What follows belongs to an exercise in optimizing a design on an open flow for small area, a short achievable clock period and few clock cycles; a production flow would make more cautious choices.
Function was checked by simulation only, so behaviour that the tests miss may differ from the original.
Power is estimated from default activity; no workload was simulated.

## cpu_design
module cpu_design (reset, clock, write_read, M_address, M_data_in, M_data_out, overflow, status);
Settings: LEC_CHECK=0, ABC_AREA=1, CAP_MARGIN=20, CORE_MARGIN=2, CORE_UTILIZATION=65, CTS_BUF_LIST=sky130_fd_sc_hd__clkbuf_8, CTS_CLUSTER_SIZE=30, PLACE_DENSITY=0.75, SETUP_SLACK_MARGIN=5, SLEW_MARGIN=20; clock period 8.0 ns.
standard.sh (not shown) runs the stock make flow with config.mk's settings and CLKGATE_MAP_FILE= SYNTH_SCRIPT=/design/flow/synth_recipe.tcl, a recipe that flattens the netlist after the stock synthesis.
==> flow/flow/run.sh <==
#!/bin/bash
set -euo pipefail
here=$(cd "$(dirname "$0")" && pwd)
source "$here/params.sh"
args=(SETUP_SLACK_MARGIN=$MARGIN "BUFFER_PORTS_ARGS=-buffer_cell $PORT_BUF")
if [[ -n "${CTS_ARGS:-}" ]]; then args+=("CTS_ARGS=$CTS_ARGS"); fi
if [[ -n "${EXTRA:-}" ]]; then args+=($EXTRA); fi
bash standard.sh "${args[@]}" finish > make.log 2>&1
==> flow/flow/params.sh <==
MARGIN=4.9
PORT_BUF=sky130_fd_sc_hd__buf_1
CTS_ARGS="-sink_clustering_enable -repair_clock_nets -sink_clustering_size 30 -buf_list sky130_fd_sc_hd__clkbuf_8 -dont_use_dummy_load"
EXTRA="REMOVE_ABC_BUFFERS=1"
Testbench counts at the start, summed over its fixed seeds: cycles 245,097.
Change:
--- a/flow/flow/run.sh
+++ b/flow/flow/run.sh
@@ -6,3 +6,2 @@
 if [[ -n "${CTS_ARGS:-}" ]]; then args+=("CTS_ARGS=$CTS_ARGS"); fi
-if [[ -n "${EXTRA:-}" ]]; then args+=($EXTRA); fi
 bash standard.sh "${args[@]}" finish > make.log 2>&1
==> flow/flow/params.sh (replaced) <==
MARGIN=4.6
PORT_BUF=sky130_fd_sc_hd__buf_1
CTS_ARGS="-sink_clustering_enable -repair_clock_nets -sink_clustering_size 30 -buf_list sky130_fd_sc_hd__clkbuf_8 -dont_use_dummy_load"
PLACE_DENSITY = default   (was 0.75)
After rerunning: Cell count fell by 0.83%; first-iteration DRC count rose by 9.2%; global-route usage rose by 0.60 points; total power stays flat.
Change:
--- a/flow/flow/run.sh
+++ b/flow/flow/run.sh
@@ -6,2 +6,3 @@
 if [[ -n "${CTS_ARGS:-}" ]]; then args+=("CTS_ARGS=$CTS_ARGS"); fi
+if [[ -n "${EXTRA:-}" ]]; then args+=($EXTRA); fi
 bash standard.sh "${args[@]}" finish > make.log 2>&1
==> flow/flow/params.sh (replaced) <==
MARGIN=4.9
PORT_BUF=sky130_fd_sc_hd__buf_1
CTS_ARGS="-sink_clustering_enable -repair_clock_nets -sink_clustering_size 30 -buf_list {sky130_fd_sc_hd__clkbuf_4 sky130_fd_sc_hd__clkbuf_8} -dont_use_dummy_load"
EXTRA="REMOVE_ABC_BUFFERS=1"
CTS_BUF_LIST = sky130_fd_sc_hd__clkbuf_4   (was sky130_fd_sc_hd__clkbuf_8)
Synthesized area stays the same; register-to-register slack gets better by 0.23 ns; total power barely changes; sequential power falls by about 1%; setup slack gets better by 0.23 ns; design area rises by about 1.5%; count of clock-buffer cells in the layout stays the same; sequential cell count does not change.
Change:
==> flow/run.sh (new file) <==
#!/bin/bash
# synth_recipe.tcl (not shown) runs the flow's synth.tcl, then flattens the netlist and writes it again
# the make line also repeats each setting of config.mk as NAME=value (left out here)
make -C /OpenROAD-flow-scripts/flow DESIGN_CONFIG=/design/flow/config.mk WORK_HOME=/design/flow/orfs CLKGATE_MAP_FILE= SYNTH_SCRIPT=/design/flow/synth_recipe.tcl finish
CTS_BUF_LIST = sky130_fd_sc_hd__clkbuf_8   (was sky130_fd_sc_hd__clkbuf_4)
removed: flow/flow/run.sh
removed: flow/flow/params.sh
removed: flow/standard.sh
The new run produced a clean layout.
Via count increases by 4.1%.
Die area stays the same.
Total power increases by 13%.
Setup slack gets worse by 0.091 ns.
Sequential share of layout area decreases by 2.4 points.
Final area increases by 9.0%.
Change:
==> flow/flow/run.sh (new file) <==
#!/bin/bash
set -euo pipefail
here=$(cd "$(dirname "$0")" && pwd)
source "$here/params.sh"
args=(SETUP_SLACK_MARGIN=$MARGIN "BUFFER_PORTS_ARGS=-buffer_cell $PORT_BUF")
if [[ -n "${CTS_ARGS:-}" ]]; then args+=("CTS_ARGS=$CTS_ARGS"); fi
if [[ -n "${EXTRA:-}" ]]; then args+=($EXTRA); fi
bash standard.sh "${args[@]}" finish > make.log 2>&1
==> flow/flow/params.sh (new file) <==
MARGIN=4.8
PORT_BUF=sky130_fd_sc_hd__buf_1
CTS_ARGS="-sink_clustering_enable -repair_clock_nets -sink_clustering_size 30 -buf_list sky130_fd_sc_hd__clkbuf_8 -dont_use_dummy_load"
EXTRA="REMOVE_ABC_BUFFERS=1"
==> flow/standard.sh (new file) <==
#!/bin/bash
# synth_recipe.tcl (not shown) runs the flow's synth.tcl, then flattens the netlist and writes it again
# the make line also repeats each setting of config.mk as NAME=value (left out here)
make -C /OpenROAD-flow-scripts/flow DESIGN_CONFIG=/design/flow/config.mk WORK_HOME=/design/flow/orfs CLKGATE_MAP_FILE= SYNTH_SCRIPT=/design/flow/synth_recipe.tcl "${@:-finish}"
removed: flow/run.sh
What happened: The new run finished with timing, DRC and antenna clean. Die area stays the same. Sequential power went down by about 0.9%. Cell count came out lower by 2.9%. Setup slack improved by 0.045 ns. Cell area shrinks by 9.3%. Hold slack is worse by 0.0082 ns. Core utilization drops by 7.3 points. Flip-flop and latch count is unchanged. Wire length decreases by 7.2%.

---

Starting RTL as in the previous note.
clock: 8.0 ns
lec_check: 0
abc_area: 1
cap_margin: 20
core_margin: 2
core_utilization: 65
cts_buf_list: sky130_fd_sc_hd__clkbuf_8
cts_cluster_size: 30
setup_slack_margin: 5
slew_margin: 20
==> flow/flow/run.sh <==
#!/bin/bash
set -euo pipefail
here=$(cd "$(dirname "$0")" && pwd)
source "$here/params.sh"
args=(SETUP_SLACK_MARGIN=$MARGIN "BUFFER_PORTS_ARGS=-buffer_cell $PORT_BUF")
if [[ -n "${CTS_ARGS:-}" ]]; then args+=("CTS_ARGS=$CTS_ARGS"); fi
bash standard.sh "${args[@]}" finish > make.log 2>&1
==> flow/flow/params.sh <==
MARGIN=4.8
PORT_BUF=sky130_fd_sc_hd__buf_1
CTS_ARGS="-sink_clustering_enable -repair_clock_nets -sink_clustering_size 30 -buf_list sky130_fd_sc_hd__clkbuf_8 -dont_use_dummy_load"
The baseline ran to the end with no violations.
Testbench counts at the start, summed over its fixed seeds: cycles 245,097.
Edit:
--- a/flow/flow/run.sh
+++ b/flow/flow/run.sh
@@ -5,3 +5,4 @@
 args=(SETUP_SLACK_MARGIN=$MARGIN "BUFFER_PORTS_ARGS=-buffer_cell $PORT_BUF")
 if [[ -n "${CTS_ARGS:-}" ]]; then args+=("CTS_ARGS=$CTS_ARGS"); fi
+if [[ -n "${EXTRA:-}" ]]; then args+=($EXTRA); fi
 bash standard.sh "${args[@]}" finish > make.log 2>&1
==> flow/flow/params.sh (replaced) <==
MARGIN=4.8
PORT_BUF=sky130_fd_sc_hd__buf_1
CTS_ARGS="-sink_clustering_enable -repair_clock_nets -sink_clustering_size 30 -buf_list sky130_fd_sc_hd__clkbuf_8 -dont_use_dummy_load"
EXTRA="REMOVE_ABC_BUFFERS=1"
CORE_UTILIZATION = 70   (was 65)
The changed run finished with timing, DRC and antenna clean.
Fmax fell by 2.0%.
Combinational power rose by about 2%.
Final cell count fell by 0.95%.
Power rose by 1.1%.
Synthesized area is unchanged.
First-iteration DRC count rose by 21%.
Count of clock-buffer cells in the layout stays the same.
Setup slack got worse by 0.061 ns.
Synthesized cell count does not change.
Sequential power hardly moves.
Edit:
==> flow/flow/run.sh (replaced) <==
#!/bin/bash
set -euo pipefail
here=$(cd "$(dirname "$0")" && pwd)
source "$here/params.sh"
args=(SETUP_SLACK_MARGIN=$MARGIN "BUFFER_PORTS_ARGS=-buffer_cell $PORT_BUF")
if [[ -n "${CTS_ARGS:-}" ]]; then args+=("CTS_ARGS=$CTS_ARGS"); fi
bash standard.sh "${args[@]}" finish > make.log 2>&1
==> flow/flow/params.sh (replaced) <==
MARGIN=4.8
PORT_BUF=sky130_fd_sc_hd__buf_1
CTS_ARGS="-sink_clustering_enable -repair_clock_nets -sink_clustering_size 30 -buf_list sky130_fd_sc_hd__clkbuf_8 -dont_use_dummy_load"
CORE_UTILIZATION = 55   (was 70)
What happened: Cell area increases by 1.1%; power barely changes; routed wire length goes up by 4.5%; worst setup slack improves by 0.0047 ns; cell count is higher by 1.8%.
Edit:
==> flow/flow/params.sh (replaced) <==
MARGIN=5
PORT_BUF=sky130_fd_sc_hd__buf_1
CTS_ARGS="-sink_clustering_enable -repair_clock_nets -sink_clustering_size 64 -sink_clustering_max_diameter 120 -buf_list sky130_fd_sc_hd__clkbuf_8 -dont_use_dummy_load"
CORE_UTILIZATION = 65   (was 55)
Flip-flop and latch count stays the same.
Global-route usage came out higher by 2.9 points.
Non-clock buffer count came out higher by 5.
Worst hold slack is worse by 0.016 ns.
Setup slack improved by 0.086 ns.
Combinational power rises by 2.3%.
First-iteration DRC count goes up by 50%.
Clock power shrinks by about 2%.
Edit:
==> flow/flow/params.sh (replaced) <==
MARGIN=5.3
PORT_BUF=sky130_fd_sc_hd__buf_1
CTS_ARGS="-sink_clustering_enable -repair_clock_nets -sink_clustering_size 30 -buf_list sky130_fd_sc_hd__clkbuf_8 -dont_use_dummy_load"
- non-clock buffer count increases by 33
- sequential cell count is unchanged
- cell area climbs by 11%
- first-iteration DRC count climbs by 36%
- maximum frequency went up by 3.2%
- area after synthesis is unchanged
- via count goes up by 8.6%
- cell count grows by about 4%
- die area does not change
- setup slack is better by 0.091 ns
- routed wire length went up by about 18%

---

build 33:
cpu_design, a different RTL version from the one above (not shown whole).
Size: ~35 I/O pins.
==> flow/config.mk <==
export PLATFORM = sky130hd
export DESIGN_NAME = cpu_design
export DESIGN_NICKNAME = cpu_design
export VERILOG_FILES = /design/flow/design.v
export SDC_FILE = /design/flow/constraint.sdc
export NUM_CORES = 4
export LEC_CHECK = 0
export CAP_MARGIN = 20
export CORE_MARGIN = 2
export CORE_UTILIZATION = 40
export SETUP_SLACK_MARGIN = 5
export SLEW_MARGIN = 20
==> flow/constraint.sdc <==
create_clock -name core_clock -period 8.0 [get_ports {clock}]
set_input_delay 1.6000 -clock core_clock [delete_from_list [all_inputs] [get_ports {clock}]]
set_output_delay 1.6000 -clock core_clock [all_outputs]
set_load 0.01 [all_outputs]
==> flow/flow/run.sh <==
#!/bin/bash
set -euo pipefail
here=$(cd "$(dirname "$0")" && pwd)
source "$here/params.sh"
bash standard.sh SETUP_SLACK_MARGIN=$MARGIN \
  "BUFFER_PORTS_ARGS=-buffer_cell $PORT_BUF" finish > make.log 2>&1
==> flow/flow/params.sh <==
MARGIN=6.2
PORT_BUF=sky130_fd_sc_hd__buf_2
Build 33 closes out successfully: all stages finished, all timing, DRC and antenna checks passed.
Testbench counts of build 33, summed over its fixed seeds: cycles 245,097.
Changes in build 59 relative to build 33:
- putting CTS_CLUSTER_SIZE at 30 where nothing was set
- putting CTS_BUF_LIST at sky130_fd_sc_hd__clkbuf_8 where nothing was set
==> flow/run.sh (new file) <==
#!/bin/bash
# synth_recipe.tcl (not shown) runs the flow's synth.tcl, then flattens the netlist and writes it again
# the make line also repeats each setting of config.mk as NAME=value (left out here)
make -C /OpenROAD-flow-scripts/flow DESIGN_CONFIG=/design/flow/config.mk WORK_HOME=/design/flow/orfs CLKGATE_MAP_FILE= SYNTH_SCRIPT=/design/flow/synth_recipe.tcl finish
removed: flow/flow/run.sh
removed: flow/flow/params.sh
removed: flow/standard.sh
- Build 59: full flow OK, the timing, design-rule and antenna checks passed
- Data arrival time of the critical path ended up 0.04 ns higher on build 59 than on build 33.
- Fraction of cell area in non-clock buffers for build 59 is lower than for build 33.
- Diff build 33..build 59 | number of placement rows | negligible
- Build 59 vs build 33: final hold slack up in build 59
- Delta (build 59 minus build 33): met3 demand-to-capacity share in global routing rose 1.3 points; wire length per cell increased 0.89%.
Relative to build 59, the following input files were edited for build 74:
- removing CTS_CLUSTER_SIZE (formerly 30)
- removing CTS_BUF_LIST (formerly sky130_fd_sc_hd__clkbuf_8)
## What came out
From build 59 to build 74, count of different cell masters after synthesis did not move at all.
Sort build 74 and build 59 by sequential share of layout area, descending, and build 59 comes first.
Timing startpoint of the critical path = IR[2]$_DFF_P_: build 74; timing startpoint of the critical path = IR[0]$_DFF_P_: build 59
Against build 59, build 74 comes in 0.0088 ns lower on worst hold slack.
## Diff of input files: build 70 against build 74
- CTS_CLUSTER_SIZE newly set to 30
- CTS_BUF_LIST newly set to sky130_fd_sc_hd__clkbuf_8
==> flow/flow/run.sh (new file) <==
#!/bin/bash
set -euo pipefail
here=$(cd "$(dirname "$0")" && pwd)
source "$here/params.sh"
bash standard.sh SETUP_SLACK_MARGIN=$MARGIN \
  "BUFFER_PORTS_ARGS=-buffer_cell $PORT_BUF" finish > make.log 2>&1
==> flow/flow/params.sh (new file) <==
MARGIN=5
PORT_BUF=sky130_fd_sc_hd__buf_1
==> flow/standard.sh (new file) <==
#!/bin/bash
# synth_recipe.tcl (not shown) runs the flow's synth.tcl, then flattens the netlist and writes it again
# the make line also repeats each setting of config.mk as NAME=value (left out here)
make -C /OpenROAD-flow-scripts/flow DESIGN_CONFIG=/design/flow/config.mk WORK_HOME=/design/flow/orfs CLKGATE_MAP_FILE= SYNTH_SCRIPT=/design/flow/synth_recipe.tcl "${@:-finish}"
removed: flow/run.sh
## What came out
- On top achievable clock speed, the higher figure sits with build 70, not build 74.
- DRC violation total after the first TritonRoute iteration on build 70 is down relative to build 74.
- Compared to build 74, the router laid down less metal wire for build 70.
- Per the comparison of build 70 with build 74, global routing usage on met3 saw a decrease, final critical-path share of the clock period has decreased, hold slack increased 0.0056 ns, time the final worst path needs with I/O delays and setup now sits lower, non-clock buffer count shrank by 9.0%.
- Compared with build 74, build 70 improves total power.
- Startpoint of the worst setup timing path = R0[4]$_DFFE_PN0P_: build 70; startpoint of the worst setup timing path = IR[2]$_DFF_P_: build 74
- Build 70 does better than build 74 on worst setup slack.

---

Another version of the RTL of cpu_design (not shown whole).
Size in the first run: about 540 cells after synthesis, roughly 70 flip-flops.
clock: 8.0 ns
lec_check: 0
cap_margin: 20
core_margin: 2
core_utilization: 65
cts_buf_list: sky130_fd_sc_hd__clkbuf_8
cts_cluster_size: 30
setup_slack_margin: 5
slew_margin: 20
==> flow/flow/run.sh <==
#!/bin/bash
set -euo pipefail
here=$(cd "$(dirname "$0")" && pwd)
source "$here/params.sh"
bash standard.sh SETUP_SLACK_MARGIN=$MARGIN \
  "BUFFER_PORTS_ARGS=-buffer_cell $PORT_BUF" finish > make.log 2>&1
==> flow/flow/params.sh <==
MARGIN=5.4
PORT_BUF=sky130_fd_sc_hd__buf_1
Testbench counts at the start, summed over its fixed seeds: cycles 245,097.
Edit:
==> flow/flow/params.sh (replaced) <==
MARGIN=5
PORT_BUF=sky130_fd_sc_hd__buf_1
CORE_UTILIZATION = 40   (was 65)
Result: Wire length came out lower by 15%; synthesized cell count does not change; sequential power came out higher by about 2%; combinational power came out lower by about 25%; hold slack is worse by 0.0046 ns; die area came out higher by 59%.
Edit:
==> flow/flow/run.sh (replaced) <==
#!/bin/bash
set -euo pipefail
here=$(cd "$(dirname "$0")" && pwd)
source "$here/params.sh"
args=(SETUP_SLACK_MARGIN=$MARGIN "BUFFER_PORTS_ARGS=-buffer_cell $PORT_BUF")
if [[ -n "${CTS_ARGS:-}" ]]; then args+=("CTS_ARGS=$CTS_ARGS"); fi
bash standard.sh "${args[@]}" finish > make.log 2>&1
==> flow/flow/params.sh (replaced) <==
MARGIN=5
PORT_BUF=sky130_fd_sc_hd__buf_1
CTS_ARGS="-sink_clustering_enable -repair_clock_nets -sink_clustering_size 30 -buf_list sky130_fd_sc_hd__clkbuf_8 -dont_use_dummy_load"
CORE_UTILIZATION = 65   (was 40)
Result: Setup slack improves by 0.011 ns; wire length barely changes; design area fell by a few percent; core utilization is higher by 29 points; first-iteration DRC count went up by well over a third; total power shrinks by a few percent.
Edit:
ABC_AREA = 1   (was unset)
After rerunning: Total power went down by 18%; setup slack is better by 0.15 ns; routed wire length went up by 5.9%; utilization went down by 2.5 points; final area went down by 3.8%; first-iteration DRC count went down by 20%; global-route usage went up by 1.3 points; via count went up by 18%; die area went down by 0.39%; cell count went up by 30%.
Edit:
==> flow/flow/run.sh (replaced) <==
#!/bin/bash
set -euo pipefail
here=$(cd "$(dirname "$0")" && pwd)
source "$here/params.sh"
bash standard.sh SETUP_SLACK_MARGIN=$MARGIN \
  "BUFFER_PORTS_ARGS=-buffer_cell $PORT_BUF" finish > make.log 2>&1
==> flow/flow/params.sh (replaced) <==
MARGIN=5
PORT_BUF=sky130_fd_sc_hd__buf_1
ABC_AREA = unset   (was 1)
After rerunning: Wire length shrinks by 6.3%; cell area grows by 4.8%; synthesized cell count shrinks by 26%; count of clock-buffer cells in the layout does not change; hold slack gets worse by 0.046 ns; die area grows by 0.40%; core utilization grows by 3.2 points; sequential share of layout area shrinks by 1.3 points; via count shrinks by 15%; global-route usage shrinks by 0.55 points; sequential power grows by about 2%.

==> static timing again, ports no longer ideal <==
The results above use ideal ports. As a check the final layouts listed here were re-extracted and re-timed, cells and wires unchanged. Step 1 assumes that a clkbuf_16 drives the clock port and a buf_2 every other input. Step 2 adds t to the input delays and takes it off the output delays; t is the mean of the earliest and latest rising clock arrival at the registers after step 1. Input paths then give back, and output paths get back, about the clock's delay inside the block. Slacks: no drivers / after step 1 / after step 2; pairs: no drivers / after step 1.
| run | t (ns) | slack for setup (ns) | hold slack, ns | worst setup path after step 2 | worst slew at a driven data input, ns |
|---|---|---|---|---|---|
| the first run of note 1 | 0.374 | 5.092 / 5.092 / 4.795 | 0.509 / 0.509 / 0.509 | input to register | 0.03 |
| the second run of note 1 | 0.372 | 4.861 / 4.861 / 4.776 | 0.504 / 0.504 / 0.504 | input to register | 0.03 |
| the third run of note 1 | 0.374 | 5.092 / 5.092 / 4.795 | 0.509 / 0.509 / 0.509 | input to register | 0.03 |
| the fourth run of note 1 | 0.378 | 5.001 / 4.967 / 5.026 | 0.517 / 0.517 / 0.517 | input to register | 0.03 |
| the fifth run of note 1 | 0.373 | 5.046 / 5.046 / 4.796 | 0.509 / 0.509 / 0.509 | input to register | 0.03 |
| the first run of note 2 | 0.369 | 5.043 / 5.043 / 4.738 | 0.500 / 0.500 / 0.500 | input to register | 0.03 |
| the second run of note 2 | 0.374 | 4.982 / 4.982 / 4.706 | 0.520 / 0.520 / 0.520 | input to register | 0.03 |
| the third run of note 2 | 0.368 | 4.986 / 4.986 / 4.772 | 0.518 / 0.518 / 0.518 | input to register | 0.03 |
| the fourth run of note 2 | 0.371 | 5.072 / 5.072 / 4.938 | 0.502 / 0.502 / 0.502 | input to register | 0.03 |
| the fifth run of note 2 | 0.378 | 5.164 / 5.164 / 4.961 | 0.505 / 0.505 / 0.505 | input to register | 0.03 |
| build 33 | 0.372 | 4.989 / 4.989 / 4.715 | 0.498 / 0.498 / 0.498 | input to register | 0.06 |
| build 59 | 0.404 | 4.975 / 4.975 / 4.677 | 0.525 / 0.525 / 0.525 | input to register | 0.03 |
| build 74 | 0.387 | 4.917 / 4.917 / 4.696 | 0.516 / 0.516 / 0.516 | input to register | 0.03 |
| build 70 | 0.389 | 5.001 / 5.001 / 4.630 | 0.521 / 0.521 / 0.521 | input to register | 0.04 |
| the first run of note 4 | 0.391 | 4.832 / 4.832 / 4.603 | 0.459 / 0.459 / 0.459 | input to register | 0.06 |
| the second run of note 4 | 0.389 | 4.932 / 4.932 / 4.672 | 0.455 / 0.455 / 0.455 | input to register | 0.03 |
| the third run of note 4 | 0.391 | 4.943 / 4.943 / 4.654 | 0.461 / 0.461 / 0.461 | input to register | 0.03 |
| the fourth run of note 4 | 0.376 | 5.090 / 5.090 / 4.911 | 0.510 / 0.510 / 0.510 | input to register | 0.03 |
| the fifth run of note 4 | 0.388 | 4.963 / 4.963 / 4.599 | 0.464 / 0.464 / 0.464 | input to register | 0.03 |
After both steps every run listed still meets setup and hold. The setup slack of build 70, which loses most, moves by 0.000 ns with the drivers and by -0.371 ns with both steps.
